From an optimization exercise on the open Yosys and OpenROAD flow, aimed at small area and a short achievable clock period; shortcuts taken in it are not production practice. No run shown here included a check of the RTL's function; only the layout flow was run. Power and IR drop assume default switching activity.

### design/flow/config.mk
export PLATFORM = sky130hd
export DESIGN_NAME = mac
export DESIGN_NICKNAME = mac
export VERILOG_FILES = /design/flow/design.v
export SDC_FILE = /design/flow/constraint.sdc
export NUM_CORES = 4
export LEC_CHECK = 0
export ABC_AREA = 1
export CAP_MARGIN = 20
export CORE_MARGIN = 2
export CORE_UTILIZATION = 60
export CTS_BUF_LIST = sky130_fd_sc_hd__clkbuf_4 sky130_fd_sc_hd__clkbuf_8
export SETUP_SLACK_MARGIN = 5
export SLEW_MARGIN = 20
export SYNTH_HIERARCHICAL = 1
### design/flow/constraint.sdc
create_clock -name core_clock -period 12.0 [get_ports {clk}]
set_input_delay 2.4000 -clock core_clock [delete_from_list [all_inputs] [get_ports {clk}]]
set_output_delay 2.4000 -clock core_clock [all_outputs]
set_load 0.01 [all_outputs]
### design/flow/design.v
module fullreg #(  parameter N = 16 )(
    input [N-1:0] d,
    output reg [N-1:0] q,
    input clk,
    input en,
    input clr,  
    input rst   
    );
always @(posedge clk,posedge rst) begin
    if(rst)
        q=0;
    else    
    if(en==1)begin
        if(clr)
            q=0;
        else
            q=d;
    end
end
endmodule
`timescale 1ns / 1ps
module adder
   #(parameter integer N=16)
   (
    input  [N-1:0] x1,
    input  [N-1:0] x2,
    output  [N-1:0] y
    );
    assign y=$unsigned(x1)+$unsigned(x2);
endmodule
module fa_cell(input a, input b, input c, output s, output co);
  assign s = a ^ b ^ c;
  assign co = (a & b) | (a & c) | (b & c);
endmodule
module ha_cell(input a, input b, output s, output co);
  assign s = a ^ b;
  assign co = a & b;
endmodule
`timescale 1ns / 1ps
module mult
   #(parameter integer N=9)
   (
    input  [N-1:0] x1,
    input  [N-1:0] x2,
    output  [2*N-1:0] y
    );
    assign y=$signed(x1)*$signed(x2);
endmodule
module mac(
    input [15:0] x1,
    input [15:0] x2,
    input clk,
    input rst,
    input en,
    output [39:0] y
    );
reg [39:0] S;
reg [31:0] C;
wire s1;
wire c2;
wire s3;
wire c4;
wire s5;
wire c6;
wire s7;
wire c8;
wire s9;
wire c10;
wire s11;
wire c12;
wire s13;
wire c14;
wire s15;
wire c16;
wire s17;
wire c18;
wire s19;
wire c20;
wire s21;
wire c22;
wire s23;
wire c24;
wire s25;
wire c26;
wire s27;
wire c28;
wire s29;
wire c30;
wire s31;
wire c32;
wire s33;
wire c34;
wire s35;
wire c36;
wire s37;
wire c38;
wire s39;
wire c40;
wire s41;
wire c42;
wire s43;
wire c44;
wire s45;
wire c46;
wire s47;
wire c48;
wire s49;
wire c50;
wire s51;
wire c52;
wire s53;
wire c54;
wire s55;
wire c56;
wire s57;
wire c58;
wire s59;
wire c60;
wire s61;
wire c62;
wire s63;
wire c64;
wire s65;
wire c66;
wire s67;
wire c68;
wire s69;
wire c70;
wire s71;
wire c72;
wire s73;
wire c74;
wire s75;
wire c76;
wire s77;
wire c78;
wire s79;
wire c80;
wire s81;
wire c82;
wire s83;
wire c84;
wire s85;
wire c86;
wire s87;
wire c88;
wire s89;
wire c90;
wire s91;
wire c92;
wire s93;
wire c94;
wire s95;
wire c96;
wire s97;
wire c98;
wire s99;
wire c100;
wire s101;
wire c102;
wire s103;
wire c104;
wire s105;
wire c106;
wire s107;
wire c108;
wire s109;
wire c110;
wire s111;
wire c112;
wire s113;
wire c114;
wire s115;
wire c116;
wire s117;
wire c118;
wire s119;
wire c120;
wire s121;
wire c122;
wire s123;
wire c124;
wire s125;
wire c126;
wire s127;
wire c128;
wire s129;
wire c130;
wire s131;
wire c132;
wire s133;
wire c134;
wire s135;
wire c136;
wire s137;
wire c138;
wire s139;
wire c140;
wire s141;
wire c142;
wire s143;
wire c144;
wire s145;
wire c146;
wire s147;
wire c148;
wire s149;
wire c150;
wire s151;
wire c152;
wire s153;
wire c154;
wire s155;
wire c156;
wire s157;
wire c158;
wire s159;
wire c160;
wire s161;
wire c162;
wire s163;
wire c164;
wire s165;
wire c166;
wire s167;
wire c168;
wire s169;
wire c170;
wire s171;
wire c172;
wire s173;
wire c174;
wire s175;
wire c176;
wire s177;
wire c178;
wire s179;
wire c180;
wire s181;
wire c182;
wire s183;
wire c184;
wire s185;
wire c186;
wire s187;
wire c188;
wire s189;
wire c190;
wire s191;
wire c192;
wire s193;
wire c194;
wire s195;
wire c196;
wire s197;
wire c198;
wire s199;
wire c200;
wire s201;
wire c202;
wire s203;
wire c204;
wire s205;
wire c206;
wire s207;
wire c208;
wire s209;
wire c210;
wire s211;
wire c212;
wire s213;
wire c214;
wire s215;
wire c216;
wire s217;
wire c218;
wire s219;
wire c220;
wire s221;
wire c222;
wire s223;
wire c224;
wire s225;
wire c226;
wire s227;
wire c228;
wire s229;
wire c230;
wire s231;
wire c232;
wire s233;
wire c234;
wire s235;
wire c236;
wire s237;
wire c238;
wire s239;
wire c240;
wire s241;
wire c242;
wire s243;
wire c244;
wire s245;
wire c246;
wire s247;
wire c248;
wire s249;
wire c250;
wire s251;
wire c252;
wire s253;
wire c254;
wire s255;
wire c256;
wire s257;
wire c258;
wire s259;
wire c260;
wire s261;
wire c262;
wire s263;
wire c264;
wire s265;
wire c266;
wire s267;
wire c268;
wire s269;
wire c270;
wire s271;
wire c272;
wire s273;
wire c274;
wire s275;
wire c276;
wire s277;
wire c278;
wire s279;
wire c280;
wire s281;
wire c282;
wire s283;
wire c284;
wire s285;
wire c286;
wire s287;
wire c288;
wire s289;
wire c290;
wire s291;
wire c292;
wire s293;
wire c294;
wire s295;
wire c296;
wire one0 = en & (x2[0] ^ 1'b0);
wire two0 = en & ((x2[1] & ~x2[0] & ~1'b0) | (~x2[1] & x2[0] & 1'b0));
wire neg0 = en & x2[1] & ~(x2[0] & 1'b0);
wire pp0_0 = (one0 & (x1[0] ^ neg0)) | (two0 & (1'b0 ^ neg0));
wire pp0_1 = (one0 & (x1[1] ^ neg0)) | (two0 & (x1[0] ^ neg0));
wire pp0_2 = (one0 & (x1[2] ^ neg0)) | (two0 & (x1[1] ^ neg0));
wire pp0_3 = (one0 & (x1[3] ^ neg0)) | (two0 & (x1[2] ^ neg0));
wire pp0_4 = (one0 & (x1[4] ^ neg0)) | (two0 & (x1[3] ^ neg0));
wire pp0_5 = (one0 & (x1[5] ^ neg0)) | (two0 & (x1[4] ^ neg0));
wire pp0_6 = (one0 & (x1[6] ^ neg0)) | (two0 & (x1[5] ^ neg0));
wire pp0_7 = (one0 & (x1[7] ^ neg0)) | (two0 & (x1[6] ^ neg0));
wire pp0_8 = (one0 & (x1[8] ^ neg0)) | (two0 & (x1[7] ^ neg0));
wire pp0_9 = (one0 & (x1[9] ^ neg0)) | (two0 & (x1[8] ^ neg0));
wire pp0_10 = (one0 & (x1[10] ^ neg0)) | (two0 & (x1[9] ^ neg0));
wire pp0_11 = (one0 & (x1[11] ^ neg0)) | (two0 & (x1[10] ^ neg0));
wire pp0_12 = (one0 & (x1[12] ^ neg0)) | (two0 & (x1[11] ^ neg0));
wire pp0_13 = (one0 & (x1[13] ^ neg0)) | (two0 & (x1[12] ^ neg0));
wire pp0_14 = (one0 & (x1[14] ^ neg0)) | (two0 & (x1[13] ^ neg0));
wire pp0_15 = (one0 & (x1[15] ^ neg0)) | (two0 & (x1[14] ^ neg0));
wire pp0_16 = ~((one0 & (x1[15] ^ neg0)) | (two0 & (x1[15] ^ neg0)));
wire one1 = en & (x2[2] ^ x2[1]);
wire two1 = en & ((x2[3] & ~x2[2] & ~x2[1]) | (~x2[3] & x2[2] & x2[1]));
wire neg1 = en & x2[3] & ~(x2[2] & x2[1]);
wire pp1_0 = (one1 & (x1[0] ^ neg1)) | (two1 & (1'b0 ^ neg1));
wire pp1_1 = (one1 & (x1[1] ^ neg1)) | (two1 & (x1[0] ^ neg1));
wire pp1_2 = (one1 & (x1[2] ^ neg1)) | (two1 & (x1[1] ^ neg1));
wire pp1_3 = (one1 & (x1[3] ^ neg1)) | (two1 & (x1[2] ^ neg1));
wire pp1_4 = (one1 & (x1[4] ^ neg1)) | (two1 & (x1[3] ^ neg1));
wire pp1_5 = (one1 & (x1[5] ^ neg1)) | (two1 & (x1[4] ^ neg1));
wire pp1_6 = (one1 & (x1[6] ^ neg1)) | (two1 & (x1[5] ^ neg1));
wire pp1_7 = (one1 & (x1[7] ^ neg1)) | (two1 & (x1[6] ^ neg1));
wire pp1_8 = (one1 & (x1[8] ^ neg1)) | (two1 & (x1[7] ^ neg1));
wire pp1_9 = (one1 & (x1[9] ^ neg1)) | (two1 & (x1[8] ^ neg1));
wire pp1_10 = (one1 & (x1[10] ^ neg1)) | (two1 & (x1[9] ^ neg1));
wire pp1_11 = (one1 & (x1[11] ^ neg1)) | (two1 & (x1[10] ^ neg1));
wire pp1_12 = (one1 & (x1[12] ^ neg1)) | (two1 & (x1[11] ^ neg1));
wire pp1_13 = (one1 & (x1[13] ^ neg1)) | (two1 & (x1[12] ^ neg1));
wire pp1_14 = (one1 & (x1[14] ^ neg1)) | (two1 & (x1[13] ^ neg1));
wire pp1_15 = (one1 & (x1[15] ^ neg1)) | (two1 & (x1[14] ^ neg1));
wire pp1_16 = ~((one1 & (x1[15] ^ neg1)) | (two1 & (x1[15] ^ neg1)));
wire one2 = en & (x2[4] ^ x2[3]);
wire two2 = en & ((x2[5] & ~x2[4] & ~x2[3]) | (~x2[5] & x2[4] & x2[3]));
wire neg2 = en & x2[5] & ~(x2[4] & x2[3]);
wire pp2_0 = (one2 & (x1[0] ^ neg2)) | (two2 & (1'b0 ^ neg2));
wire pp2_1 = (one2 & (x1[1] ^ neg2)) | (two2 & (x1[0] ^ neg2));
wire pp2_2 = (one2 & (x1[2] ^ neg2)) | (two2 & (x1[1] ^ neg2));
wire pp2_3 = (one2 & (x1[3] ^ neg2)) | (two2 & (x1[2] ^ neg2));
wire pp2_4 = (one2 & (x1[4] ^ neg2)) | (two2 & (x1[3] ^ neg2));
wire pp2_5 = (one2 & (x1[5] ^ neg2)) | (two2 & (x1[4] ^ neg2));
wire pp2_6 = (one2 & (x1[6] ^ neg2)) | (two2 & (x1[5] ^ neg2));
wire pp2_7 = (one2 & (x1[7] ^ neg2)) | (two2 & (x1[6] ^ neg2));
wire pp2_8 = (one2 & (x1[8] ^ neg2)) | (two2 & (x1[7] ^ neg2));
wire pp2_9 = (one2 & (x1[9] ^ neg2)) | (two2 & (x1[8] ^ neg2));
wire pp2_10 = (one2 & (x1[10] ^ neg2)) | (two2 & (x1[9] ^ neg2));
wire pp2_11 = (one2 & (x1[11] ^ neg2)) | (two2 & (x1[10] ^ neg2));
wire pp2_12 = (one2 & (x1[12] ^ neg2)) | (two2 & (x1[11] ^ neg2));
wire pp2_13 = (one2 & (x1[13] ^ neg2)) | (two2 & (x1[12] ^ neg2));
wire pp2_14 = (one2 & (x1[14] ^ neg2)) | (two2 & (x1[13] ^ neg2));
wire pp2_15 = (one2 & (x1[15] ^ neg2)) | (two2 & (x1[14] ^ neg2));
wire pp2_16 = ~((one2 & (x1[15] ^ neg2)) | (two2 & (x1[15] ^ neg2)));
wire one3 = en & (x2[6] ^ x2[5]);
wire two3 = en & ((x2[7] & ~x2[6] & ~x2[5]) | (~x2[7] & x2[6] & x2[5]));
wire neg3 = en & x2[7] & ~(x2[6] & x2[5]);
wire pp3_0 = (one3 & (x1[0] ^ neg3)) | (two3 & (1'b0 ^ neg3));
wire pp3_1 = (one3 & (x1[1] ^ neg3)) | (two3 & (x1[0] ^ neg3));
wire pp3_2 = (one3 & (x1[2] ^ neg3)) | (two3 & (x1[1] ^ neg3));
wire pp3_3 = (one3 & (x1[3] ^ neg3)) | (two3 & (x1[2] ^ neg3));
wire pp3_4 = (one3 & (x1[4] ^ neg3)) | (two3 & (x1[3] ^ neg3));
wire pp3_5 = (one3 & (x1[5] ^ neg3)) | (two3 & (x1[4] ^ neg3));
wire pp3_6 = (one3 & (x1[6] ^ neg3)) | (two3 & (x1[5] ^ neg3));
wire pp3_7 = (one3 & (x1[7] ^ neg3)) | (two3 & (x1[6] ^ neg3));
wire pp3_8 = (one3 & (x1[8] ^ neg3)) | (two3 & (x1[7] ^ neg3));
wire pp3_9 = (one3 & (x1[9] ^ neg3)) | (two3 & (x1[8] ^ neg3));
wire pp3_10 = (one3 & (x1[10] ^ neg3)) | (two3 & (x1[9] ^ neg3));
wire pp3_11 = (one3 & (x1[11] ^ neg3)) | (two3 & (x1[10] ^ neg3));
wire pp3_12 = (one3 & (x1[12] ^ neg3)) | (two3 & (x1[11] ^ neg3));
wire pp3_13 = (one3 & (x1[13] ^ neg3)) | (two3 & (x1[12] ^ neg3));
wire pp3_14 = (one3 & (x1[14] ^ neg3)) | (two3 & (x1[13] ^ neg3));
wire pp3_15 = (one3 & (x1[15] ^ neg3)) | (two3 & (x1[14] ^ neg3));
wire pp3_16 = ~((one3 & (x1[15] ^ neg3)) | (two3 & (x1[15] ^ neg3)));
wire one4 = en & (x2[8] ^ x2[7]);
wire two4 = en & ((x2[9] & ~x2[8] & ~x2[7]) | (~x2[9] & x2[8] & x2[7]));
wire neg4 = en & x2[9] & ~(x2[8] & x2[7]);
wire pp4_0 = (one4 & (x1[0] ^ neg4)) | (two4 & (1'b0 ^ neg4));
wire pp4_1 = (one4 & (x1[1] ^ neg4)) | (two4 & (x1[0] ^ neg4));
wire pp4_2 = (one4 & (x1[2] ^ neg4)) | (two4 & (x1[1] ^ neg4));
wire pp4_3 = (one4 & (x1[3] ^ neg4)) | (two4 & (x1[2] ^ neg4));
wire pp4_4 = (one4 & (x1[4] ^ neg4)) | (two4 & (x1[3] ^ neg4));
wire pp4_5 = (one4 & (x1[5] ^ neg4)) | (two4 & (x1[4] ^ neg4));
wire pp4_6 = (one4 & (x1[6] ^ neg4)) | (two4 & (x1[5] ^ neg4));
wire pp4_7 = (one4 & (x1[7] ^ neg4)) | (two4 & (x1[6] ^ neg4));
wire pp4_8 = (one4 & (x1[8] ^ neg4)) | (two4 & (x1[7] ^ neg4));
wire pp4_9 = (one4 & (x1[9] ^ neg4)) | (two4 & (x1[8] ^ neg4));
wire pp4_10 = (one4 & (x1[10] ^ neg4)) | (two4 & (x1[9] ^ neg4));
wire pp4_11 = (one4 & (x1[11] ^ neg4)) | (two4 & (x1[10] ^ neg4));
wire pp4_12 = (one4 & (x1[12] ^ neg4)) | (two4 & (x1[11] ^ neg4));
wire pp4_13 = (one4 & (x1[13] ^ neg4)) | (two4 & (x1[12] ^ neg4));
wire pp4_14 = (one4 & (x1[14] ^ neg4)) | (two4 & (x1[13] ^ neg4));
wire pp4_15 = (one4 & (x1[15] ^ neg4)) | (two4 & (x1[14] ^ neg4));
wire pp4_16 = ~((one4 & (x1[15] ^ neg4)) | (two4 & (x1[15] ^ neg4)));
wire one5 = en & (x2[10] ^ x2[9]);
wire two5 = en & ((x2[11] & ~x2[10] & ~x2[9]) | (~x2[11] & x2[10] & x2[9]));
wire neg5 = en & x2[11] & ~(x2[10] & x2[9]);
wire pp5_0 = (one5 & (x1[0] ^ neg5)) | (two5 & (1'b0 ^ neg5));
wire pp5_1 = (one5 & (x1[1] ^ neg5)) | (two5 & (x1[0] ^ neg5));
wire pp5_2 = (one5 & (x1[2] ^ neg5)) | (two5 & (x1[1] ^ neg5));
wire pp5_3 = (one5 & (x1[3] ^ neg5)) | (two5 & (x1[2] ^ neg5));
wire pp5_4 = (one5 & (x1[4] ^ neg5)) | (two5 & (x1[3] ^ neg5));
wire pp5_5 = (one5 & (x1[5] ^ neg5)) | (two5 & (x1[4] ^ neg5));
wire pp5_6 = (one5 & (x1[6] ^ neg5)) | (two5 & (x1[5] ^ neg5));
wire pp5_7 = (one5 & (x1[7] ^ neg5)) | (two5 & (x1[6] ^ neg5));
wire pp5_8 = (one5 & (x1[8] ^ neg5)) | (two5 & (x1[7] ^ neg5));
wire pp5_9 = (one5 & (x1[9] ^ neg5)) | (two5 & (x1[8] ^ neg5));
wire pp5_10 = (one5 & (x1[10] ^ neg5)) | (two5 & (x1[9] ^ neg5));
wire pp5_11 = (one5 & (x1[11] ^ neg5)) | (two5 & (x1[10] ^ neg5));
wire pp5_12 = (one5 & (x1[12] ^ neg5)) | (two5 & (x1[11] ^ neg5));
wire pp5_13 = (one5 & (x1[13] ^ neg5)) | (two5 & (x1[12] ^ neg5));
wire pp5_14 = (one5 & (x1[14] ^ neg5)) | (two5 & (x1[13] ^ neg5));
wire pp5_15 = (one5 & (x1[15] ^ neg5)) | (two5 & (x1[14] ^ neg5));
wire pp5_16 = ~((one5 & (x1[15] ^ neg5)) | (two5 & (x1[15] ^ neg5)));
wire one6 = en & (x2[12] ^ x2[11]);
wire two6 = en & ((x2[13] & ~x2[12] & ~x2[11]) | (~x2[13] & x2[12] & x2[11]));
wire neg6 = en & x2[13] & ~(x2[12] & x2[11]);
wire pp6_0 = (one6 & (x1[0] ^ neg6)) | (two6 & (1'b0 ^ neg6));
wire pp6_1 = (one6 & (x1[1] ^ neg6)) | (two6 & (x1[0] ^ neg6));
wire pp6_2 = (one6 & (x1[2] ^ neg6)) | (two6 & (x1[1] ^ neg6));
wire pp6_3 = (one6 & (x1[3] ^ neg6)) | (two6 & (x1[2] ^ neg6));
wire pp6_4 = (one6 & (x1[4] ^ neg6)) | (two6 & (x1[3] ^ neg6));
wire pp6_5 = (one6 & (x1[5] ^ neg6)) | (two6 & (x1[4] ^ neg6));
wire pp6_6 = (one6 & (x1[6] ^ neg6)) | (two6 & (x1[5] ^ neg6));
wire pp6_7 = (one6 & (x1[7] ^ neg6)) | (two6 & (x1[6] ^ neg6));
wire pp6_8 = (one6 & (x1[8] ^ neg6)) | (two6 & (x1[7] ^ neg6));
wire pp6_9 = (one6 & (x1[9] ^ neg6)) | (two6 & (x1[8] ^ neg6));
wire pp6_10 = (one6 & (x1[10] ^ neg6)) | (two6 & (x1[9] ^ neg6));
wire pp6_11 = (one6 & (x1[11] ^ neg6)) | (two6 & (x1[10] ^ neg6));
wire pp6_12 = (one6 & (x1[12] ^ neg6)) | (two6 & (x1[11] ^ neg6));
wire pp6_13 = (one6 & (x1[13] ^ neg6)) | (two6 & (x1[12] ^ neg6));
wire pp6_14 = (one6 & (x1[14] ^ neg6)) | (two6 & (x1[13] ^ neg6));
wire pp6_15 = (one6 & (x1[15] ^ neg6)) | (two6 & (x1[14] ^ neg6));
wire pp6_16 = ~((one6 & (x1[15] ^ neg6)) | (two6 & (x1[15] ^ neg6)));
wire one7 = en & (x2[14] ^ x2[13]);
wire two7 = en & ((x2[15] & ~x2[14] & ~x2[13]) | (~x2[15] & x2[14] & x2[13]));
wire neg7 = en & x2[15] & ~(x2[14] & x2[13]);
wire pp7_0 = (one7 & (x1[0] ^ neg7)) | (two7 & (1'b0 ^ neg7));
wire pp7_1 = (one7 & (x1[1] ^ neg7)) | (two7 & (x1[0] ^ neg7));
wire pp7_2 = (one7 & (x1[2] ^ neg7)) | (two7 & (x1[1] ^ neg7));
wire pp7_3 = (one7 & (x1[3] ^ neg7)) | (two7 & (x1[2] ^ neg7));
wire pp7_4 = (one7 & (x1[4] ^ neg7)) | (two7 & (x1[3] ^ neg7));
wire pp7_5 = (one7 & (x1[5] ^ neg7)) | (two7 & (x1[4] ^ neg7));
wire pp7_6 = (one7 & (x1[6] ^ neg7)) | (two7 & (x1[5] ^ neg7));
wire pp7_7 = (one7 & (x1[7] ^ neg7)) | (two7 & (x1[6] ^ neg7));
wire pp7_8 = (one7 & (x1[8] ^ neg7)) | (two7 & (x1[7] ^ neg7));
wire pp7_9 = (one7 & (x1[9] ^ neg7)) | (two7 & (x1[8] ^ neg7));
wire pp7_10 = (one7 & (x1[10] ^ neg7)) | (two7 & (x1[9] ^ neg7));
wire pp7_11 = (one7 & (x1[11] ^ neg7)) | (two7 & (x1[10] ^ neg7));
wire pp7_12 = (one7 & (x1[12] ^ neg7)) | (two7 & (x1[11] ^ neg7));
wire pp7_13 = (one7 & (x1[13] ^ neg7)) | (two7 & (x1[12] ^ neg7));
wire pp7_14 = (one7 & (x1[14] ^ neg7)) | (two7 & (x1[13] ^ neg7));
wire pp7_15 = (one7 & (x1[15] ^ neg7)) | (two7 & (x1[14] ^ neg7));
wire pp7_16 = ~((one7 & (x1[15] ^ neg7)) | (two7 & (x1[15] ^ neg7)));
wire s0n = ~pp0_16;
wire [4:0] yi = y[18:14];
wire [5:0] yp1 = {1'b0, yi} + 6'd1;
wire [5:0] yinc = neg7 ? yp1 : {1'b0, yi};
ha_cell hs1 (.a(y[0]), .b(neg0), .s(s1), .co(c2));
fa_cell fs3 (.a(y[1]), .b(c2), .c(pp0_1), .s(s3), .co(c4));
fa_cell fs5 (.a(y[2]), .b(neg1), .c(pp0_2), .s(s5), .co(c6));
fa_cell fs7 (.a(pp1_0), .b(c4), .c(s5), .s(s7), .co(c8));
fa_cell fs9 (.a(y[3]), .b(pp0_3), .c(pp1_1), .s(s9), .co(c10));
ha_cell hs11 (.a(c6), .b(s9), .s(s11), .co(c12));
fa_cell fs13 (.a(y[4]), .b(neg2), .c(pp0_4), .s(s13), .co(c14));
fa_cell fs15 (.a(pp1_2), .b(pp2_0), .c(c10), .s(s15), .co(c16));
fa_cell fs17 (.a(s13), .b(c12), .c(s15), .s(s17), .co(c18));
fa_cell fs19 (.a(y[5]), .b(pp0_5), .c(pp1_3), .s(s19), .co(c20));
fa_cell fs21 (.a(pp2_1), .b(c14), .c(s19), .s(s21), .co(c22));
ha_cell hs23 (.a(c16), .b(s21), .s(s23), .co(c24));
fa_cell fs25 (.a(y[6]), .b(neg3), .c(pp0_6), .s(s25), .co(c26));
fa_cell fs27 (.a(pp1_4), .b(pp2_2), .c(pp3_0), .s(s27), .co(c28));
fa_cell fs29 (.a(c20), .b(s25), .c(s27), .s(s29), .co(c30));
fa_cell fs31 (.a(c22), .b(s29), .c(c24), .s(s31), .co(c32));
fa_cell fs33 (.a(y[7]), .b(pp0_7), .c(pp1_5), .s(s33), .co(c34));
fa_cell fs35 (.a(pp2_3), .b(pp3_1), .c(c26), .s(s35), .co(c36));
fa_cell fs37 (.a(c28), .b(s33), .c(c30), .s(s37), .co(c38));
fa_cell fs39 (.a(s35), .b(s37), .c(c32), .s(s39), .co(c40));
fa_cell fs41 (.a(y[8]), .b(neg4), .c(pp0_8), .s(s41), .co(c42));
fa_cell fs43 (.a(pp1_6), .b(pp2_4), .c(pp3_2), .s(s43), .co(c44));
fa_cell fs45 (.a(pp4_0), .b(c34), .c(s41), .s(s45), .co(c46));
fa_cell fs47 (.a(s43), .b(c36), .c(s45), .s(s47), .co(c48));
ha_cell hs49 (.a(c38), .b(s47), .s(s49), .co(c50));
fa_cell fs51 (.a(y[9]), .b(pp0_9), .c(pp1_7), .s(s51), .co(c52));
fa_cell fs53 (.a(pp2_5), .b(pp3_3), .c(pp4_1), .s(s53), .co(c54));
fa_cell fs55 (.a(c42), .b(c44), .c(s51), .s(s55), .co(c56));
fa_cell fs57 (.a(s53), .b(c46), .c(s55), .s(s57), .co(c58));
fa_cell fs59 (.a(c48), .b(s57), .c(c50), .s(s59), .co(c60));
fa_cell fs61 (.a(y[10]), .b(neg5), .c(pp0_10), .s(s61), .co(c62));
fa_cell fs63 (.a(pp1_8), .b(pp2_6), .c(pp3_4), .s(s63), .co(c64));
fa_cell fs65 (.a(pp4_2), .b(pp5_0), .c(c52), .s(s65), .co(c66));
fa_cell fs67 (.a(c54), .b(s61), .c(s63), .s(s67), .co(c68));
fa_cell fs69 (.a(c56), .b(s65), .c(s67), .s(s69), .co(c70));
ha_cell hs71 (.a(c58), .b(s69), .s(s71), .co(c72));
fa_cell fs73 (.a(y[11]), .b(pp0_11), .c(pp1_9), .s(s73), .co(c74));
fa_cell fs75 (.a(pp2_7), .b(pp3_5), .c(pp4_3), .s(s75), .co(c76));
fa_cell fs77 (.a(pp5_1), .b(c62), .c(c64), .s(s77), .co(c78));
fa_cell fs79 (.a(s73), .b(s75), .c(c66), .s(s79), .co(c80));
fa_cell fs81 (.a(c68), .b(s77), .c(s79), .s(s81), .co(c82));
fa_cell fs83 (.a(c70), .b(c72), .c(s81), .s(s83), .co(c84));
fa_cell fs85 (.a(y[12]), .b(neg6), .c(pp0_12), .s(s85), .co(c86));
fa_cell fs87 (.a(pp1_10), .b(pp2_8), .c(pp3_6), .s(s87), .co(c88));
fa_cell fs89 (.a(pp4_4), .b(pp5_2), .c(pp6_0), .s(s89), .co(c90));
fa_cell fs91 (.a(c74), .b(c76), .c(s85), .s(s91), .co(c92));
fa_cell fs93 (.a(s87), .b(s89), .c(c78), .s(s93), .co(c94));
fa_cell fs95 (.a(s91), .b(c80), .c(s93), .s(s95), .co(c96));
ha_cell hs97 (.a(c82), .b(s95), .s(s97), .co(c98));
fa_cell fs99 (.a(y[13]), .b(pp0_13), .c(pp1_11), .s(s99), .co(c100));
fa_cell fs101 (.a(pp2_9), .b(pp3_7), .c(pp4_5), .s(s101), .co(c102));
fa_cell fs103 (.a(pp5_3), .b(pp6_1), .c(c86), .s(s103), .co(c104));
fa_cell fs105 (.a(c88), .b(c90), .c(s99), .s(s105), .co(c106));
fa_cell fs107 (.a(s101), .b(c92), .c(s103), .s(s107), .co(c108));
fa_cell fs109 (.a(s105), .b(c94), .c(s107), .s(s109), .co(c110));
fa_cell fs111 (.a(c96), .b(s109), .c(c98), .s(s111), .co(c112));
fa_cell fs113 (.a(yinc[0]), .b(pp0_14), .c(pp1_12), .s(s113), .co(c114));
fa_cell fs115 (.a(pp2_10), .b(pp3_8), .c(pp4_6), .s(s115), .co(c116));
fa_cell fs117 (.a(pp5_4), .b(pp6_2), .c(pp7_0), .s(s117), .co(c118));
fa_cell fs119 (.a(c100), .b(c102), .c(s113), .s(s119), .co(c120));
fa_cell fs121 (.a(s115), .b(s117), .c(c104), .s(s121), .co(c122));
fa_cell fs123 (.a(c106), .b(s119), .c(c108), .s(s123), .co(c124));
fa_cell fs125 (.a(s121), .b(c110), .c(s123), .s(s125), .co(c126));
fa_cell fs127 (.a(yinc[1]), .b(pp0_15), .c(pp1_13), .s(s127), .co(c128));
fa_cell fs129 (.a(pp2_11), .b(pp3_9), .c(pp4_7), .s(s129), .co(c130));
fa_cell fs131 (.a(pp5_5), .b(pp6_3), .c(pp7_1), .s(s131), .co(c132));
fa_cell fs133 (.a(c114), .b(c116), .c(c118), .s(s133), .co(c134));
fa_cell fs135 (.a(s127), .b(s129), .c(s131), .s(s135), .co(c136));
fa_cell fs137 (.a(c120), .b(s133), .c(s135), .s(s137), .co(c138));
fa_cell fs139 (.a(c122), .b(s137), .c(c124), .s(s139), .co(c140));
fa_cell fs141 (.a(yinc[2]), .b(pp1_14), .c(pp2_12), .s(s141), .co(c142));
fa_cell fs143 (.a(pp3_10), .b(pp4_8), .c(pp5_6), .s(s143), .co(c144));
fa_cell fs145 (.a(pp6_4), .b(pp7_2), .c(s0n), .s(s145), .co(c146));
fa_cell fs147 (.a(c128), .b(c130), .c(c132), .s(s147), .co(c148));
fa_cell fs149 (.a(s141), .b(s143), .c(s145), .s(s149), .co(c150));
fa_cell fs151 (.a(c134), .b(c136), .c(s147), .s(s151), .co(c152));
fa_cell fs153 (.a(s149), .b(c138), .c(s151), .s(s153), .co(c154));
fa_cell fs155 (.a(yinc[3]), .b(pp1_15), .c(pp2_13), .s(s155), .co(c156));
fa_cell fs157 (.a(pp3_11), .b(pp4_9), .c(pp5_7), .s(s157), .co(c158));
fa_cell fs159 (.a(pp6_5), .b(pp7_3), .c(s0n), .s(s159), .co(c160));
fa_cell fs161 (.a(c142), .b(c144), .c(c146), .s(s161), .co(c162));
fa_cell fs163 (.a(s155), .b(s157), .c(s159), .s(s163), .co(c164));
fa_cell fs165 (.a(c148), .b(c150), .c(s161), .s(s165), .co(c166));
fa_cell fs167 (.a(s163), .b(c152), .c(s165), .s(s167), .co(c168));
fa_cell fs169 (.a(yinc[4]), .b(pp1_16), .c(pp2_14), .s(s169), .co(c170));
fa_cell fs171 (.a(pp3_12), .b(pp4_10), .c(pp5_8), .s(s171), .co(c172));
fa_cell fs173 (.a(pp6_6), .b(pp7_4), .c(pp0_16), .s(s173), .co(c174));
fa_cell fs175 (.a(c156), .b(c158), .c(c160), .s(s175), .co(c176));
fa_cell fs177 (.a(s169), .b(s171), .c(s173), .s(s177), .co(c178));
fa_cell fs179 (.a(c162), .b(c164), .c(s175), .s(s179), .co(c180));
fa_cell fs181 (.a(s177), .b(c166), .c(s179), .s(s181), .co(c182));
assign s183 = ~(y[19] ^ yinc[5]);
assign c184 = y[19] | yinc[5];
fa_cell fs185 (.a(pp2_15), .b(pp3_13), .c(pp4_11), .s(s185), .co(c186));
fa_cell fs187 (.a(pp5_9), .b(pp6_7), .c(pp7_5), .s(s187), .co(c188));
fa_cell fs189 (.a(s183), .b(c170), .c(c172), .s(s189), .co(c190));
fa_cell fs191 (.a(c174), .b(s185), .c(s187), .s(s191), .co(c192));
fa_cell fs193 (.a(c176), .b(c178), .c(s189), .s(s193), .co(c194));
fa_cell fs195 (.a(s191), .b(c180), .c(s193), .s(s195), .co(c196));
fa_cell fs197 (.a(y[20]), .b(pp2_16), .c(pp3_14), .s(s197), .co(c198));
fa_cell fs199 (.a(pp4_12), .b(pp5_10), .c(pp6_8), .s(s199), .co(c200));
fa_cell fs201 (.a(pp7_6), .b(c184), .c(c186), .s(s201), .co(c202));
fa_cell fs203 (.a(c188), .b(s197), .c(s199), .s(s203), .co(c204));
fa_cell fs205 (.a(c190), .b(c192), .c(s201), .s(s205), .co(c206));
fa_cell fs207 (.a(s203), .b(c194), .c(s205), .s(s207), .co(c208));
assign s209 = ~(y[21] ^ pp3_15);
assign c210 = y[21] | pp3_15;
fa_cell fs211 (.a(pp4_13), .b(pp5_11), .c(pp6_9), .s(s211), .co(c212));
fa_cell fs213 (.a(pp7_7), .b(c198), .c(c200), .s(s213), .co(c214));
fa_cell fs215 (.a(s209), .b(s211), .c(c202), .s(s215), .co(c216));
fa_cell fs217 (.a(c204), .b(s213), .c(c206), .s(s217), .co(c218));
fa_cell fs219 (.a(s215), .b(c208), .c(s217), .s(s219), .co(c220));
fa_cell fs221 (.a(y[22]), .b(pp3_16), .c(pp4_14), .s(s221), .co(c222));
fa_cell fs223 (.a(pp5_12), .b(pp6_10), .c(pp7_8), .s(s223), .co(c224));
fa_cell fs225 (.a(c210), .b(c212), .c(s221), .s(s225), .co(c226));
fa_cell fs227 (.a(s223), .b(c214), .c(s225), .s(s227), .co(c228));
fa_cell fs229 (.a(c216), .b(s227), .c(c218), .s(s229), .co(c230));
assign s231 = ~(y[23] ^ pp4_15);
assign c232 = y[23] | pp4_15;
fa_cell fs233 (.a(pp5_13), .b(pp6_11), .c(pp7_9), .s(s233), .co(c234));
fa_cell fs235 (.a(c222), .b(c224), .c(s231), .s(s235), .co(c236));
fa_cell fs237 (.a(s233), .b(c226), .c(s235), .s(s237), .co(c238));
ha_cell hs239 (.a(c228), .b(s237), .s(s239), .co(c240));
fa_cell fs241 (.a(y[24]), .b(pp4_16), .c(pp5_14), .s(s241), .co(c242));
fa_cell fs243 (.a(pp6_12), .b(pp7_10), .c(c232), .s(s243), .co(c244));
fa_cell fs245 (.a(c234), .b(s241), .c(c236), .s(s245), .co(c246));
fa_cell fs247 (.a(s243), .b(c238), .c(s245), .s(s247), .co(c248));
assign s249 = ~(y[25] ^ pp5_15);
assign c250 = y[25] | pp5_15;
fa_cell fs251 (.a(pp6_13), .b(pp7_11), .c(c242), .s(s251), .co(c252));
fa_cell fs253 (.a(s249), .b(c244), .c(s251), .s(s253), .co(c254));
ha_cell hs255 (.a(c246), .b(s253), .s(s255), .co(c256));
fa_cell fs257 (.a(y[26]), .b(pp5_16), .c(pp6_14), .s(s257), .co(c258));
fa_cell fs259 (.a(pp7_12), .b(c250), .c(s257), .s(s259), .co(c260));
fa_cell fs261 (.a(c252), .b(s259), .c(c254), .s(s261), .co(c262));
assign s263 = ~(y[27] ^ pp6_15);
assign c264 = y[27] | pp6_15;
fa_cell fs265 (.a(pp7_13), .b(c258), .c(s263), .s(s265), .co(c266));
ha_cell hs267 (.a(c260), .b(s265), .s(s267), .co(c268));
fa_cell fs269 (.a(y[28]), .b(pp6_16), .c(pp7_14), .s(s269), .co(c270));
fa_cell fs271 (.a(c264), .b(s269), .c(c266), .s(s271), .co(c272));
assign s273 = ~(y[29] ^ pp7_15);
assign c274 = y[29] | pp7_15;
ha_cell hs275 (.a(c270), .b(s273), .s(s275), .co(c276));
fa_cell fs277 (.a(y[30]), .b(pp7_16), .c(c274), .s(s277), .co(c278));
assign s279 = ~y[31];
assign c280 = y[31];
assign s281 = ~(y[32] ^ c280);
assign c282 = y[32] | c280;
assign s283 = ~y[33];
assign c284 = y[33];
assign s285 = ~(y[34] ^ c284);
assign c286 = y[34] | c284;
assign s287 = ~y[35];
assign c288 = y[35];
assign s289 = ~(y[36] ^ c288);
assign c290 = y[36] | c288;
assign s291 = ~y[37];
assign c292 = y[37];
assign s293 = ~(y[38] ^ c292);
assign c294 = y[38] | c292;
assign s295 = ~y[39];
assign c296 = y[39];
wire [7:0] hs = {c294, s293, c290, s289, c286, s285, c282, s281} + {s295, 1'b0, s291, 1'b0, s287, 1'b0, s283, 1'b0};
wire [39:0] Sn = {hs[7], hs[6], hs[5], hs[4], hs[3], hs[2], hs[1], hs[0], c278, c276, c272, c268, c262, c256, c248, c240, c230, c220, s219, c196, c182, c168, c154, c140, c126, c112, s111, c84, s83, c60, s59, c40, s39, s31, c18, s17, c8, s7, s3, pp0_0};
wire [31:0] Cn = {s279, s277, s275, s271, s267, s261, s255, s247, s239, s229, 1'b0, s207, s195, s181, s167, s153, s139, s125, 1'b0, s97, 1'b0, s71, 1'b0, s49, 1'b0, 1'b0, s23, 1'b0, s11, 1'b0, 1'b0, s1};
always @(posedge clk or posedge rst)
  if (rst) begin
    S <= 40'd0;
    C <= 32'd0;
  end else begin
    S <= Sn;
    C <= Cn;
  end
wire [39:0] ya = S[39:0], yb = {8'd0, C};
wire [39:0] p0, g0;
ha_cell pg0 (.a(ya[0]), .b(yb[0]), .s(p0[0]), .co(g0[0]));
assign p0[1] = ya[1];
assign g0[1] = 1'b0;
assign p0[2] = ya[2];
assign g0[2] = 1'b0;
ha_cell pg3 (.a(ya[3]), .b(yb[3]), .s(p0[3]), .co(g0[3]));
assign p0[4] = ya[4];
assign g0[4] = 1'b0;
ha_cell pg5 (.a(ya[5]), .b(yb[5]), .s(p0[5]), .co(g0[5]));
assign p0[6] = ya[6];
assign g0[6] = 1'b0;
assign p0[7] = ya[7];
assign g0[7] = 1'b0;
ha_cell pg8 (.a(ya[8]), .b(yb[8]), .s(p0[8]), .co(g0[8]));
assign p0[9] = ya[9];
assign g0[9] = 1'b0;
ha_cell pg10 (.a(ya[10]), .b(yb[10]), .s(p0[10]), .co(g0[10]));
assign p0[11] = ya[11];
assign g0[11] = 1'b0;
ha_cell pg12 (.a(ya[12]), .b(yb[12]), .s(p0[12]), .co(g0[12]));
assign p0[13] = ya[13];
assign g0[13] = 1'b0;
ha_cell pg14 (.a(ya[14]), .b(yb[14]), .s(p0[14]), .co(g0[14]));
ha_cell pg15 (.a(ya[15]), .b(yb[15]), .s(p0[15]), .co(g0[15]));
ha_cell pg16 (.a(ya[16]), .b(yb[16]), .s(p0[16]), .co(g0[16]));
ha_cell pg17 (.a(ya[17]), .b(yb[17]), .s(p0[17]), .co(g0[17]));
ha_cell pg18 (.a(ya[18]), .b(yb[18]), .s(p0[18]), .co(g0[18]));
ha_cell pg19 (.a(ya[19]), .b(yb[19]), .s(p0[19]), .co(g0[19]));
ha_cell pg20 (.a(ya[20]), .b(yb[20]), .s(p0[20]), .co(g0[20]));
assign p0[21] = ya[21];
assign g0[21] = 1'b0;
ha_cell pg22 (.a(ya[22]), .b(yb[22]), .s(p0[22]), .co(g0[22]));
ha_cell pg23 (.a(ya[23]), .b(yb[23]), .s(p0[23]), .co(g0[23]));
ha_cell pg24 (.a(ya[24]), .b(yb[24]), .s(p0[24]), .co(g0[24]));
ha_cell pg25 (.a(ya[25]), .b(yb[25]), .s(p0[25]), .co(g0[25]));
ha_cell pg26 (.a(ya[26]), .b(yb[26]), .s(p0[26]), .co(g0[26]));
ha_cell pg27 (.a(ya[27]), .b(yb[27]), .s(p0[27]), .co(g0[27]));
ha_cell pg28 (.a(ya[28]), .b(yb[28]), .s(p0[28]), .co(g0[28]));
ha_cell pg29 (.a(ya[29]), .b(yb[29]), .s(p0[29]), .co(g0[29]));
ha_cell pg30 (.a(ya[30]), .b(yb[30]), .s(p0[30]), .co(g0[30]));
ha_cell pg31 (.a(ya[31]), .b(yb[31]), .s(p0[31]), .co(g0[31]));
assign p0[32] = ya[32];
assign g0[32] = 1'b0;
assign p0[33] = ya[33];
assign g0[33] = 1'b0;
assign p0[34] = ya[34];
assign g0[34] = 1'b0;
assign p0[35] = ya[35];
assign g0[35] = 1'b0;
assign p0[36] = ya[36];
assign g0[36] = 1'b0;
assign p0[37] = ya[37];
assign g0[37] = 1'b0;
assign p0[38] = ya[38];
assign g0[38] = 1'b0;
assign p0[39] = ya[39];
assign g0[39] = 1'b0;
wire bg0_1 = g0[1] | (p0[1] & g0[0]);
wire bp0_1 = p0[1] & p0[0];
wire bg0_3 = g0[3] | (p0[3] & g0[2]);
wire bp0_3 = p0[3] & p0[2];
wire bg0_5 = g0[5] | (p0[5] & g0[4]);
wire bp0_5 = p0[5] & p0[4];
wire bg0_7 = g0[7] | (p0[7] & g0[6]);
wire bp0_7 = p0[7] & p0[6];
wire bg0_9 = g0[9] | (p0[9] & g0[8]);
wire bp0_9 = p0[9] & p0[8];
wire bg0_11 = g0[11] | (p0[11] & g0[10]);
wire bp0_11 = p0[11] & p0[10];
wire bg0_13 = g0[13] | (p0[13] & g0[12]);
wire bp0_13 = p0[13] & p0[12];
wire bg0_15 = g0[15] | (p0[15] & g0[14]);
wire bp0_15 = p0[15] & p0[14];
wire bg0_17 = g0[17] | (p0[17] & g0[16]);
wire bp0_17 = p0[17] & p0[16];
wire bg0_19 = g0[19] | (p0[19] & g0[18]);
wire bp0_19 = p0[19] & p0[18];
wire bg0_21 = g0[21] | (p0[21] & g0[20]);
wire bp0_21 = p0[21] & p0[20];
wire bg0_23 = g0[23] | (p0[23] & g0[22]);
wire bp0_23 = p0[23] & p0[22];
wire bg0_25 = g0[25] | (p0[25] & g0[24]);
wire bp0_25 = p0[25] & p0[24];
wire bg0_27 = g0[27] | (p0[27] & g0[26]);
wire bp0_27 = p0[27] & p0[26];
wire bg0_29 = g0[29] | (p0[29] & g0[28]);
wire bp0_29 = p0[29] & p0[28];
wire bg0_31 = g0[31] | (p0[31] & g0[30]);
wire bp0_31 = p0[31] & p0[30];
wire bg0_33 = g0[33] | (p0[33] & g0[32]);
wire bp0_33 = p0[33] & p0[32];
wire bg0_35 = g0[35] | (p0[35] & g0[34]);
wire bp0_35 = p0[35] & p0[34];
wire bg0_37 = g0[37] | (p0[37] & g0[36]);
wire bp0_37 = p0[37] & p0[36];
wire bg0_39 = g0[39] | (p0[39] & g0[38]);
wire bp0_39 = p0[39] & p0[38];
wire bg1_3 = bg0_3 | (bp0_3 & bg0_1);
wire bp1_3 = bp0_3 & bp0_1;
wire bg1_7 = bg0_7 | (bp0_7 & bg0_5);
wire bp1_7 = bp0_7 & bp0_5;
wire bg1_11 = bg0_11 | (bp0_11 & bg0_9);
wire bp1_11 = bp0_11 & bp0_9;
wire bg1_15 = bg0_15 | (bp0_15 & bg0_13);
wire bp1_15 = bp0_15 & bp0_13;
wire bg1_19 = bg0_19 | (bp0_19 & bg0_17);
wire bp1_19 = bp0_19 & bp0_17;
wire bg1_23 = bg0_23 | (bp0_23 & bg0_21);
wire bp1_23 = bp0_23 & bp0_21;
wire bg1_27 = bg0_27 | (bp0_27 & bg0_25);
wire bp1_27 = bp0_27 & bp0_25;
wire bg1_31 = bg0_31 | (bp0_31 & bg0_29);
wire bp1_31 = bp0_31 & bp0_29;
wire bg1_35 = bg0_35 | (bp0_35 & bg0_33);
wire bp1_35 = bp0_35 & bp0_33;
wire bg1_39 = bg0_39 | (bp0_39 & bg0_37);
wire bp1_39 = bp0_39 & bp0_37;
wire bg2_7 = bg1_7 | (bp1_7 & bg1_3);
wire bp2_7 = bp1_7 & bp1_3;
wire bg2_15 = bg1_15 | (bp1_15 & bg1_11);
wire bp2_15 = bp1_15 & bp1_11;
wire bg2_23 = bg1_23 | (bp1_23 & bg1_19);
wire bp2_23 = bp1_23 & bp1_19;
wire bg2_31 = bg1_31 | (bp1_31 & bg1_27);
wire bp2_31 = bp1_31 & bp1_27;
wire bg2_39 = bg1_39 | (bp1_39 & bg1_35);
wire bp2_39 = bp1_39 & bp1_35;
wire bg3_15 = bg2_15 | (bp2_15 & bg2_7);
wire bp3_15 = bp2_15 & bp2_7;
wire bg3_31 = bg2_31 | (bp2_31 & bg2_23);
wire bp3_31 = bp2_31 & bp2_23;
wire bg4_31 = bg3_31 | (bp3_31 & bg3_15);
wire bp4_31 = bp3_31 & bp3_15;
wire bg8_23 = bg2_23 | (bp2_23 & bg3_15);
wire bp8_23 = bp2_23 & bp3_15;
wire bg8_39 = bg2_39 | (bp2_39 & bg4_31);
wire bp8_39 = bp2_39 & bp4_31;
wire bg9_11 = bg1_11 | (bp1_11 & bg2_7);
wire bp9_11 = bp1_11 & bp2_7;
wire bg9_19 = bg1_19 | (bp1_19 & bg3_15);
wire bp9_19 = bp1_19 & bp3_15;
wire bg9_27 = bg1_27 | (bp1_27 & bg8_23);
wire bp9_27 = bp1_27 & bp8_23;
wire bg9_35 = bg1_35 | (bp1_35 & bg4_31);
wire bp9_35 = bp1_35 & bp4_31;
wire bg10_5 = bg0_5 | (bp0_5 & bg1_3);
wire bp10_5 = bp0_5 & bp1_3;
wire bg10_9 = bg0_9 | (bp0_9 & bg2_7);
wire bp10_9 = bp0_9 & bp2_7;
wire bg10_13 = bg0_13 | (bp0_13 & bg9_11);
wire bp10_13 = bp0_13 & bp9_11;
wire bg10_17 = bg0_17 | (bp0_17 & bg3_15);
wire bp10_17 = bp0_17 & bp3_15;
wire bg10_21 = bg0_21 | (bp0_21 & bg9_19);
wire bp10_21 = bp0_21 & bp9_19;
wire bg10_25 = bg0_25 | (bp0_25 & bg8_23);
wire bp10_25 = bp0_25 & bp8_23;
wire bg10_29 = bg0_29 | (bp0_29 & bg9_27);
wire bp10_29 = bp0_29 & bp9_27;
wire bg10_33 = bg0_33 | (bp0_33 & bg4_31);
wire bp10_33 = bp0_33 & bp4_31;
wire bg10_37 = bg0_37 | (bp0_37 & bg9_35);
wire bp10_37 = bp0_37 & bp9_35;
wire bg11_2 = g0[2] | (p0[2] & bg0_1);
wire bp11_2 = p0[2] & bp0_1;
wire bg11_4 = g0[4] | (p0[4] & bg1_3);
wire bp11_4 = p0[4] & bp1_3;
wire bg11_6 = g0[6] | (p0[6] & bg10_5);
wire bp11_6 = p0[6] & bp10_5;
wire bg11_8 = g0[8] | (p0[8] & bg2_7);
wire bp11_8 = p0[8] & bp2_7;
wire bg11_10 = g0[10] | (p0[10] & bg10_9);
wire bp11_10 = p0[10] & bp10_9;
wire bg11_12 = g0[12] | (p0[12] & bg9_11);
wire bp11_12 = p0[12] & bp9_11;
wire bg11_14 = g0[14] | (p0[14] & bg10_13);
wire bp11_14 = p0[14] & bp10_13;
wire bg11_16 = g0[16] | (p0[16] & bg3_15);
wire bp11_16 = p0[16] & bp3_15;
wire bg11_18 = g0[18] | (p0[18] & bg10_17);
wire bp11_18 = p0[18] & bp10_17;
wire bg11_20 = g0[20] | (p0[20] & bg9_19);
wire bp11_20 = p0[20] & bp9_19;
wire bg11_22 = g0[22] | (p0[22] & bg10_21);
wire bp11_22 = p0[22] & bp10_21;
wire bg11_24 = g0[24] | (p0[24] & bg8_23);
wire bp11_24 = p0[24] & bp8_23;
wire bg11_26 = g0[26] | (p0[26] & bg10_25);
wire bp11_26 = p0[26] & bp10_25;
wire bg11_28 = g0[28] | (p0[28] & bg9_27);
wire bp11_28 = p0[28] & bp9_27;
wire bg11_30 = g0[30] | (p0[30] & bg10_29);
wire bp11_30 = p0[30] & bp10_29;
wire bg11_32 = g0[32] | (p0[32] & bg4_31);
wire bp11_32 = p0[32] & bp4_31;
wire bg11_34 = g0[34] | (p0[34] & bg10_33);
wire bp11_34 = p0[34] & bp10_33;
wire bg11_36 = g0[36] | (p0[36] & bg9_35);
wire bp11_36 = p0[36] & bp9_35;
wire bg11_38 = g0[38] | (p0[38] & bg10_37);
wire bp11_38 = p0[38] & bp10_37;
wire [39:0] cy = {bg11_38, bg10_37, bg11_36, bg9_35, bg11_34, bg10_33, bg11_32, bg4_31, bg11_30, bg10_29, bg11_28, bg9_27, bg11_26, bg10_25, bg11_24, bg8_23, bg11_22, bg10_21, bg11_20, bg9_19, bg11_18, bg10_17, bg11_16, bg3_15, bg11_14, bg10_13, bg11_12, bg9_11, bg11_10, bg10_9, bg11_8, bg2_7, bg11_6, bg10_5, bg11_4, bg1_3, bg11_2, bg0_1, g0[0], 1'b0};
assign y[39:0] = p0 ^ cy;
endmodule
### design/flow/flow/run.sh
#!/bin/bash
# The standard layout (standard.sh: ORFS synthesis to final layout) with a
# few extra ORFS settings; the clock, constraints and synthesis script are
# unchanged. Settings come from flow/params.sh:
#   MARGIN      setup slack that repair_timing aims for (ns)
#   PORTBUF     cell used to buffer every input and output port
#   EXTRA       further ORFS make variables
set -u
. flow/params.sh
bash standard.sh SETUP_SLACK_MARGIN=$MARGIN "BUFFER_PORTS_ARGS=-buffer_cell $PORTBUF" $EXTRA finish > standard.log 2>&1
### design/flow/flow/params.sh
MARGIN=6.5
PORTBUF=sky130_fd_sc_hd__buf_1
EXTRA="ABC_LOAD_IN_FF=2"
### design/flow/standard.sh
#!/bin/bash
# synth_recipe.tcl (not shown) runs the flow's synth.tcl, then flattens the netlist and writes it again
# the make line also repeats each setting of config.mk as NAME=value (left out here)
make -C /OpenROAD-flow-scripts/flow DESIGN_CONFIG=/design/flow/config.mk WORK_HOME=/design/flow/orfs CLKGATE_MAP_FILE= SYNTH_SCRIPT=/design/flow/synth_recipe.tcl "${@:-finish}"
==> results of run 1 <==
[metrics by stage]
step / power, uW / hold WS (ps)
2_1_floorplan: 2340 / 589
3_3_place_gp: 2840 / 615
3_5_place_dp: 2930 / 628
4_1_cts: 3170 / 645
5_1_grt: 3620 / 693
6_report: 3150 / 645
[modules after synthesis, one instance, submodules excluded]
module | times used | area [sq um] | cells inside | flops+latches
mac | 1 | 5760 | 711 | 63
fa_cell | 123 | 20.0 | 1 | 0
ha_cell | 33 | 12.5 | 1 | 0
[final cells by class]
cell class / count / area share, %
clock inverter: 5 / 0.589
sequential: 63 / 15.8
clock buffer: 10 / 1.38
inverter: 83 / 3.20
multi-input combinational: 664 / 68.6
tap: 180 / 2.26
timing repair buffer: 127 / 8.17
[worst paths after layout]
check	end	slack (ps)	cells past startpoint
min in group asynchronous	S[39]	2250	3
max	S[21]	6490	8
max reg2reg	S[21]	6960	22
min reg2reg	C[0]	640	2
max in group asynchronous	S[1]	9190	3
min	C[0]	640	2
[layer usage]
metal  GRT usage [%]  vias to the layer above  routed length, microns
li1                -                     3054                       -
met1            45.2                     3352                    9920
met2            48.7                      312                   10400
met3            5.27                       40                    1860
met4            6.25                        0                     416
met5               0                        -                       0
[where the power goes]
part	total, uW	internal [uW]	switching (uW)	leakage [uW]
registers	437	388	48.6	0.000758
clock network	194	100	93.3	0.0000944
logic	2520	1100	1420	0.00360
total	3150	1590	1560	0.00445
[logic make-up (layout without fill, tap and decap cells)]
kind of cell | count (synthesis) | after routing
AO/OA/AOI/OAI | 166 | 166
XOR/XNOR | 156 | 156
adder cells (fa/ha/maj) | 198 | 198
buffers and inverters | 140 | 225
flip-flops | 63 | 63
AND/OR/NAND/NOR | 144 | 144
[Yosys cell counts (all sizes together), types with 2 or more instances]
| library cell | number | area share [%] |
|---|---|---|
| fa | 123 | 29 |
| o22ai | 109 | 7.9 |
| xnor2 | 95 | 9.6 |
| inv | 83 | 3.6 |
| nand2 | 76 | 3.3 |
| ha | 75 | 11 |
| dfrtp | 63 | 18 |
| xor2 | 61 | 6.2 |
| buf | 39 | 3.6 |
| nor2 | 29 | 1.3 |
| o21ai | 26 | 1.5 |
| a21oi | 24 | 1.4 |
| nand3 | 20 | 1.2 |
| clkbuf | 18 | 0.78 |
| nor3 | 11 | 0.81 |
| nand4 | 3 | 0.22 |
| a31o | 2 | 0.20 |
| a31oi | 2 | 0.14 |
| or2 | 2 | 0.14 |
[critical path, stage by stage]
cell and delay [ps]:
buf_1 580, xor2_1 340, o22ai_2 160, fa_1 510, fa_2 390, fa_2 400, fa_2 550, fa_2 420
[timing repair]
| item | CTS | global route |
|---|---|---|
| gates resized for setup | 38 | 64 |
| gates cloned | 0 | 3 |
| pin swaps | 1 | 24 |
| buffers inserted | 19 | 23 |
| endpoints found under the setup margin | 37 | 16 |
[flip-flops by register name (all words and copies together), names as in the netlist]
| signal | flops |
|---|---|
| C | 23 |
| S | 40 |
==> impl_metrics.py, run 1 <==
metrics = {
    "status": {
        "outcome": "timing/DRC/antenna clean",
    },
    "synthesis": {
        "synth_compound_area_share_pct": 11.4,
        "postSynthAreaPerCell_sq_um": 9.95,
        "yosys_warnings": 7,
        "synth_adder_area_share_pct": 39.4,
        "synth-edff-count": 0,
        "seq_area_frac_synth_pct": 18.3,
        "synth_xor_area_share_pct": 15.8,
        "synth_nets": 1100,
        "yosys.area_share.simple_pct": 7.15,
        "synth-seq-cells": 63,
        "yosys_most_used_dff": "dfrtp_1",
        "ys_types": 32,
        "synthesis.area_sq_um": 8630,
        "async_flop_share_pct": 100,
        "netlist_instances": 867,
        "synth_top_family_by_area": "adder cells",
        "synth.area.mux_share_pct": 0,
    },
    "setup_path": {
        "cp.required_ps": 12250,
        "critical_path_class": "in -> reg",
        "r2r-start": "C[3]",
        "worstPathMaxFanout": 9,
        "start_kind": "input pin",
        "critPathArrivalTime_ps": 5770,
        "startpoint": "x1[5]",
        "critPathCaptureType": "register",
    },
    "run": {
        "cap_violations": 0,
    },
    "power_and_ir_drop": {
        "ir_worst_vdd_mv": 0.260,
        "leakagePower_uw": 0.00445,
        "powerDensity_nw_per_um2": 316,
    },
    "sta": {
        "worst_slew_pin_slew_ps": 929,
        "setup_slack_ps": 6490,
        "maxSlewHeadroom_pct": 38.1,
        "finalCritPeriodShare_pct": 45.9,
        "tns_ps": 0,
        "drv_slew": 0,
        "finalWorstPathRequiredPeriod_ps": 5510,
        "setup_viol": 0,
        "rsz0062_at_grt": "true",
        "fmax_mhz": 181,
        "hold_viol": 0,
        "skew_ps": 15.2,
    },
    "clock_tree": {
        "cts-root-buf": "clkbuf_8",
        "hold_buffers": 0,
        "cts_made_buffers": 9,
        "cts_buffer_depth": 2,
        "clock_sinks": 63,
        "clock_latency_ps": 380,
        "htree_levels": 3,
        "clkSlewWorstSetupHoldPaths_ps": 80,
        "cts_tree": "built",
    },
    "final_layout": {
        "layout_common_cells": "fa_1, o22ai_1, xnor2_1, inv_1, ha_1",
        "syn_to_final_growth_pct": 15.6,
        "n_antenna_cell": 0,
        "fin_area_sq_um": 9980,
        "multi_input_area_sq_um": 6840,
        "fillers": 1062,
        "fin_cells": 1132,
        "final_nets": 1181,
        "layout-drive-gt1-share_pct": 18.4,
        "utilization_pct": 71.3,
        "ff_latch_area_sq_um": 1580,
        "final_common_cell": "fa_1",
    },
    "placed_design": {
        "gp_congestion": 0.893,
        "portBuffers": 74,
        "place_ws_ps": 5180,
        "postPlaceCellArea_sq_um": 9000,
        "dp_hpwl_microns": 16900,
        "dpl.cell_count": 1072,
    },
    "die": {
        "die-area_sq_um": 15400,
        "ioPinCount": 75,
        "fp.dieW_microns": 124,
        "rows": 43,
        "die_y_microns": 124,
        "core_sq_um": 14000,
        "initial_core_util_pct": 61.7,
    },
    "routing": {
        "wl_per_cell_microns": 20.0,
        "drc": 0,
        "via_per_inst": 5.97,
        "ant_nets": 0,
        "drt_iter0_drc": 585,
        "drt-total-wl_microns": 22600,
        "vias": 6758,
        "firstDrtPassIters": 5,
    },
    "global_routing": {
        "grt_pass1_vias": 6754,
        "antenna_found_initial": 0,
        "grt_usage_pct": 30.8,
        "grt_max_degree": 64,
        "grt.overflow.total": 0,
        "grt_pass1_wl_microns": 35000,
    },
    "hold_path": {
        "hold_path_class": "reg -> reg",
        "worstHoldStart": "C[0]",
    },
}
==> run 2, diff against run 1 <==
==> design/flow/flow/params.sh (replaced) <==
MARGIN=6.2
PORTBUF=sky130_fd_sc_hd__buf_1
EXTRA="ABC_LOAD_IN_FF=2"
==> run 2 against run 1 <==
Critical path depth up 4. Still clean. Worst setup slack got worse by 210 ps. Total power decreased by 1.2%. Synthesized cell count unchanged. Flip-flop and latch count stayed put. Largest power group unchanged. Final area fell by 6.8%. Highest routed layer unchanged. Final cell count decreased by 2.1%.
==> impl_metrics.py, run 2 <==
metrics = {
    "die": {
        "rows": 43,
        "core_sq_um": 14000,
        "fp.dieW_microns": 124,
        "die_y_microns": 124,
        "ioPinCount": 75,
        "die-area_sq_um": 15400,
        "initial_core_util_pct": 61.7,
    },
    "global_routing": {
        "grt_pass1_vias": 6664,
        "grt.overflow.total": 0,
        "grt_max_degree": 64,
        "grt_usage_pct": 30.5,
        "grt_pass1_wl_microns": 34800,
        "antenna_found_initial": 0,
    },
    "sta": {
        "finalWorstPathRequiredPeriod_ps": 5720,
        "tns_ps": 0,
        "skew_ps": 11.5,
        "drv_slew": 0,
        "finalCritPeriodShare_pct": 47.6,
        "fmax_mhz": 175,
        "rsz0062_at_grt": "true",
        "worst_slew_pin_slew_ps": 916,
        "maxSlewHeadroom_pct": 38.9,
        "setup_viol": 0,
        "hold_viol": 0,
    },
    "synthesis": {
        "yosys_most_used_dff": "dfrtp_1",
        "synth_top_area_share_pct": 28.5,
        "postSynthAreaPerCell_sq_um": 9.95,
        "seq_area_frac_synth_pct": 18.3,
        "async_flop_share_pct": 100,
        "synthTopCellsByArea": "fa_1, dfrtp_1, ha_1",
        "synth_top_cell_by_area": "fa_1",
        "synthesis.area_sq_um": 8630,
        "synth-seq-cells": 63,
        "ys_types": 32,
        "synth-edff-count": 0,
        "netlist_instances": 867,
        "yosys_warnings": 7,
        "yosysMostFrequentCell": "fa_1",
        "synthTopCellsByCount": "fa_1, o22ai_1, xnor2_1",
        "synth_nets": 1100,
    },
    "setup_path": {
        "critPathCaptureType": "register",
        "critPathArrivalTime_ps": 5970,
        "worstPathMaxFanout": 16,
        "critical_path_class": "in -> reg",
        "cp.required_ps": 12250,
        "worst_path_most_repeated_cell": "fa_1",
        "r2r-start": "S[0]",
        "path_cells": "buf_4 -> inv_2 -> nor3_2 -> buf_6 -> xnor2_1 -> o22ai_1 -> fa_2 -> fa_1 -> fa_1 -> fa_1 -> ha_1 -> fa_1",
        "startpoint": "en",
        "cpLargestDelayFamily": "adder cells",
        "cpPeakStageDelay_ps": 510,
        "crit_buf_inv": 3,
        "start_kind": "input pin",
        "cpMaxStageDelayCell": "fa_1",
    },
    "clock_tree": {
        "htree_levels": 3,
        "cts-root-buf": "clkbuf_8",
        "clock_sinks": 63,
        "cts_tree": "built",
        "clock_latency_ps": 380,
        "cts_buffer_depth": 2,
        "cts_made_buffers": 9,
        "clkSlewWorstSetupHoldPaths_ps": 80,
        "hold_buffers": 0,
    },
    "routing": {
        "via_per_inst": 5.89,
        "drt_iter0_drc": 474,
        "ant_nets": 0,
        "drc": 0,
        "firstDrtPassIters": 5,
        "wl_per_cell_microns": 19.5,
        "vias": 6530,
        "drt-total-wl_microns": 21600,
    },
    "status": {
        "outcome": "timing/DRC/antenna clean",
    },
    "power_and_ir_drop": {
        "p_seq_share_pct": 14.0,
        "ir_worst_vdd_mv": 0.244,
        "pwr-share-clk_pct": 7.0,
        "powerDensity_nw_per_um2": 335,
        "leakagePower_uw": 0.00420,
        "switchingPower_uw": 1540,
        "switching_share_pct": 49.4,
        "intPower_uw": 1580,
        "combPwrFrac_pct": 79.0,
    },
    "placed_design": {
        "gp_congestion": 0.893,
        "dpl.cell_count": 1072,
        "portBuffers": 74,
        "dp_hpwl_microns": 16900,
    },
    "final_layout": {
        "multi_input_area_sq_um": 6440,
        "syn_to_final_growth_pct": 7.68,
        "final_nets": 1156,
        "layout-drive-gt1-share_pct": 8.19,
        "final_common_cell": "fa_1",
        "n_antenna_cell": 0,
        "biggestRegsByFlops": "S (40), C (23)",
        "fin_cells": 1108,
        "largest_register_ffs": 40,
        "largest_register": "S",
        "layout_common_cells": "fa_1, o22ai_1, xnor2_1, inv_1, ha_1",
        "ff_latch_area_sq_um": 1580,
        "fillers": 1147,
    },
    "hold_path": {
        "hold_path_class": "reg -> reg",
        "worstHoldStart": "C[0]",
    },
    "run": {
        "cap_violations": 0,
    },
}
==> run 2: cell counts after synthesis <==
No cell type changed its count.
==> run 2: per-layer routing <==
layer | vias up | track usage (%) | wire, microns
met5 | - | 0 | 0
met4 | 0 | 8.57 | 435
met3 | 48 | 6.36 | 1730
met2 | 288 | 46.7 | 9670
met1 | 3194 | 44.2 | 9780
li1 | 3000 | - | -
==> run 2: metrics by stage <==
step           total power (uW)  utilization (%)  worst slack (ps)  hold WS [ps]  cell area (sq um)
6_report                   3110             66.4              6280           635               9290
4_1_cts                    3140             64.9              6180           634               9080
5_1_grt                    3580             66.4              6160           676               9290
2_1_floorplan              2280                -              6200           589               8640
3_3_place_gp               2780             63.2              5140           600               8840
3_5_place_dp               2890             63.2              5080           617               8840
==> run 2: power by group through the flow <==
| stage | sequential, uW | combinational [uW] | clock, uW |
|---|---|---|---|
| detailed placement | 441 | 2450 | 0 |
| finish | 435 | 2460 | 218 |
| global placement | 436 | 2340 | 0 |
| CTS | 436 | 2480 | 226 |
| global route | 448 | 2890 | 235 |
| floorplan | 427 | 1850 | 0 |
==> run 2: layout make-up <==
cell class,instances,area share [%]
Multi-Input combinational cell,664,69.3
Sequential cell,63,17.0
Timing Repair Buffer,102,5.51
Inverter,83,3.35
Tap cell,180,2.42
Clock buffer,11,1.56
Clock inverter,5,0.875
==> run 2: timing repair <==
action | 4_1_cts | 5_1_grt
pin swaps | 0 | 2
setup buffers | 0 | 20
resized for setup | 8 | 18
setup endpoints to repair | 27 | 11
gates cloned | 0 | 0
==> run 2: tightest hold or removal path, cell delays in order (launching register included) <==
cell,delay [ps]
dfrtp_1,330
ha_1,150
ha_1,130
==> run 2: kinds of logic (layout without fill, tap and decap cells) <==
| family | after synthesis | count (layout) | share of synthesized area (%) |
|---|---|---|---|
| compound gates | 166 | 166 | 11.4 |
| xor+xnor | 156 | 156 | 15.8 |
| fa+ha+maj | 198 | 198 | 39.4 |
| buf+inv | 140 | 201 | 7.94 |
| flops | 63 | 63 | 18.3 |
| simple gates | 144 | 144 | 7.15 |
==> run 2: final timing paths <==
path	cells after the start	slack (ps)	end
worst max register to register	23	6890	S[21]
min in group asynchronous	3	2250	S[39]
worst min-delay path	2	640	C[0]
worst min register to register	2	640	C[0]
max in group asynchronous	3	9190	S[0]
worst max-delay path	12	6280	S[13]
==> run 2: per-module statistics from Yosys (local to each module, per instance) <==
| module | times used | flip-flops and latches | area (sq um) |
|---|---|---|---|
| ha_cell | 33 | 0 | 12.5 |
| fa_cell | 123 | 0 | 20.0 |
| mac | 1 | 63 | 5760 |

-- port drivers added, routing unchanged --
The results above use ideal ports. As a check the final layouts listed here were re-extracted and re-timed, cells and wires unchanged.
Step 1: set_driving_cell puts a clkbuf_16 on clk and a buf_2 on each other input, an assumption about the parent block.
Step 2 times the ports against the registers' clock, not the clock port: input delays grow and output delays shrink by t, the midpoint of the rising clock arrivals with the driver on.
Three values: ideal, step 1, step 2; two values: the first two.
| run | t (ns) | setup WS [ns] | worst slew at a driven data input, ns |
|---|---|---|---|
| run 1 | 0.408 | 6.488 / 6.501 / 6.093 | 0.06 |
| run 2 | 0.411 | 6.282 / 6.298 / 5.887 | 0.04 |
After both steps every run listed still meets setup and hold.
